Source: an optimization exercise on an open RTL-to-GDS flow (aim: small area and a short achievable clock period). Production flows keep margins and buffers that such runs may drop. Where RTL was checked, it was by simulation tests only, not by an equivalence proof against the original. Power and IR drop assume default switching activity.

## distortion
module distortion
#(
    parameter int WIDTH = 24
)
(
    input logic clk,
    input logic reset,
    input logic enable,
    input logic [WIDTH-1:0] in,
    input logic [WIDTH-1:0] gain,
    input logic [WIDTH-1:0] threshold,
    output logic [WIDTH-1:0] out
);
logic [23:0] d;
logic [11:0] b_one, b_two, b_neg;
logic        b_g23;
logic [11:0] e_one, e_two, e_neg;
wire  [24:0] gx = {gain, 1'b0};
always_comb begin
    for (int i = 0; i < 12; i++) begin
        e_one[i] = gx[2*i+1] ^ gx[2*i];
        e_two[i] = (gx[2*i+2] & ~gx[2*i+1] & ~gx[2*i]) | (~gx[2*i+2] & gx[2*i+1] & gx[2*i]);
        e_neg[i] = gx[2*i+2] & ~(gx[2*i+1] & gx[2*i]);
    end
end
logic v1, v2, v3;
always_ff @(posedge clk or posedge reset) begin
    if (reset) begin
        v1 <= 1'b0; v2 <= 1'b0; v3 <= 1'b0;
    end else if (enable) begin
        v1 <= 1'b1; v2 <= v1; v3 <= v2;
    end
end
always_ff @(posedge clk or posedge reset) begin
    if (reset) begin
        d <= '0; b_one <= '0; b_two <= '0; b_neg <= '0; b_g23 <= 1'b0;
    end else if (enable) begin
        d <= in; b_one <= e_one; b_two <= e_two; b_neg <= e_neg; b_g23 <= gain[23];
    end
end
wire pp_0_0 = ((b_one[0] & d[0]) | (b_two[0] & 1'b0)) ^ b_neg[0];
wire pp_0_1 = ((b_one[0] & d[1]) | (b_two[0] & d[0])) ^ b_neg[0];
wire pp_0_2 = ((b_one[0] & d[2]) | (b_two[0] & d[1])) ^ b_neg[0];
wire pp_0_3 = ((b_one[0] & d[3]) | (b_two[0] & d[2])) ^ b_neg[0];
wire pp_0_4 = ((b_one[0] & d[4]) | (b_two[0] & d[3])) ^ b_neg[0];
wire pp_0_5 = ((b_one[0] & d[5]) | (b_two[0] & d[4])) ^ b_neg[0];
wire pp_0_6 = ((b_one[0] & d[6]) | (b_two[0] & d[5])) ^ b_neg[0];
wire pp_0_7 = ((b_one[0] & d[7]) | (b_two[0] & d[6])) ^ b_neg[0];
wire pp_0_8 = ((b_one[0] & d[8]) | (b_two[0] & d[7])) ^ b_neg[0];
wire pp_0_9 = ((b_one[0] & d[9]) | (b_two[0] & d[8])) ^ b_neg[0];
wire pp_0_10 = ((b_one[0] & d[10]) | (b_two[0] & d[9])) ^ b_neg[0];
wire pp_0_11 = ((b_one[0] & d[11]) | (b_two[0] & d[10])) ^ b_neg[0];
wire pp_0_12 = ((b_one[0] & d[12]) | (b_two[0] & d[11])) ^ b_neg[0];
wire pp_0_13 = ((b_one[0] & d[13]) | (b_two[0] & d[12])) ^ b_neg[0];
wire pp_0_14 = ((b_one[0] & d[14]) | (b_two[0] & d[13])) ^ b_neg[0];
wire pp_0_15 = ((b_one[0] & d[15]) | (b_two[0] & d[14])) ^ b_neg[0];
wire pp_0_16 = ((b_one[0] & d[16]) | (b_two[0] & d[15])) ^ b_neg[0];
  ...
Size: ~2200 cells after synthesis, roughly 240 flip-flops, about 99 I/O pins, about 23000 um^2 of cells after synthesis.
clock: 7.5 ns
lec_check: 0
cap_margin: 20
core_margin: 2
core_utilization: 40
setup_slack_margin: 4.4
slew_margin: 20
tns_end_percent: 0
run.sh (not shown) runs the stock make flow with config.mk's settings and CLKGATE_MAP_FILE= SYNTH_SCRIPT=/design/flow/synth_recipe.tcl, a recipe that flattens the netlist after the stock synthesis.
==> next run, changes <==
--- a/flow/design.v
+++ b/flow/design.v
@@ -121,28 +121,26 @@
         e_two[i] = (gx[2*i+2] & ~gx[2*i+1] & ~gx[2*i]) | (~gx[2*i+2] & gx[2*i+1] & gx[2*i]);
         e_neg[i] = gx[2*i+2] & ~(gx[2*i+1] & gx[2*i]);
     end
 end
 logic v1, v2, v3;
 always_ff @(posedge clk or posedge reset) begin
     if (reset) begin
         v1 <= 1'b0; v2 <= 1'b0; v3 <= 1'b0;
     end else if (enable) begin
         v1 <= 1'b1; v2 <= v1; v3 <= v2;
     end
 end
-always_ff @(posedge clk or posedge reset) begin
-    if (reset) begin
-        d <= '0; b_one <= '0; b_two <= '0; b_neg <= '0; b_g23 <= 1'b0;
-    end else if (enable) begin
+always_ff @(posedge clk) begin
+    if (enable) begin
         d <= in; b_one <= e_one; b_two <= e_two; b_neg <= e_neg; b_g23 <= gain[23];
     end
 end
 wire pp_0_0 = ((b_one[0] & d[0]) | (b_two[0] & 1'b0)) ^ b_neg[0];
 wire pp_0_1 = ((b_one[0] & d[1]) | (b_two[0] & d[0])) ^ b_neg[0];
 wire pp_0_2 = ((b_one[0] & d[2]) | (b_two[0] & d[1])) ^ b_neg[0];
 wire pp_0_3 = ((b_one[0] & d[3]) | (b_two[0] & d[2])) ^ b_neg[0];
 wire pp_0_4 = ((b_one[0] & d[4]) | (b_two[0] & d[3])) ^ b_neg[0];
 wire pp_0_5 = ((b_one[0] & d[5]) | (b_two[0] & d[4])) ^ b_neg[0];
 wire pp_0_6 = ((b_one[0] & d[6]) | (b_two[0] & d[5])) ^ b_neg[0];
 wire pp_0_7 = ((b_one[0] & d[7]) | (b_two[0] & d[6])) ^ b_neg[0];
 wire pp_0_8 = ((b_one[0] & d[8]) | (b_two[0] & d[7])) ^ b_neg[0];
Outcome: The new run completed without violations. Routed wire length came out lower by 6.7%. Global-route usage decreases by 1.2 points. First-iteration DRC count went down by 14%. Clock power went up by about 4%. Sequential power fell by about 5%. Setup slack gets better by 0.13 ns. Sequential share of layout area climbs by 0.70 points. Via count goes down by about 5%.
For the first run of this note, only the layout was checked, not whether the RTL still works.

[re-timing with driven ports]
In the flow no input, the clock included, has a driving cell. The finished layouts below were timed again as built, in two steps.
Step 1, drivers: a clkbuf_16 drives clk and a buf_2 each remaining input, both assumed.
Step 2 times the ports against the registers' clock, not the clock port: input delays grow and output delays shrink by t, the midpoint of the rising clock arrivals with the driver on.
Slacks: ideal ports / drivers / drivers and shift; pairs: ideal ports / drivers.
run | shift t [ns] | slack for setup (ns) | worst setup path after step 2 | pins driven straight from the clock port
the first run | 0.649 | 4.062 / 4.062 / 4.062 | register to register | 1
the second run | 0.643 | 4.194 / 4.194 / 4.043 | input to register | 1
After both steps every run listed still meets setup and hold. The setup slack of the second run, which loses most, moves by 0.000 ns with the drivers and by -0.151 ns with both steps.
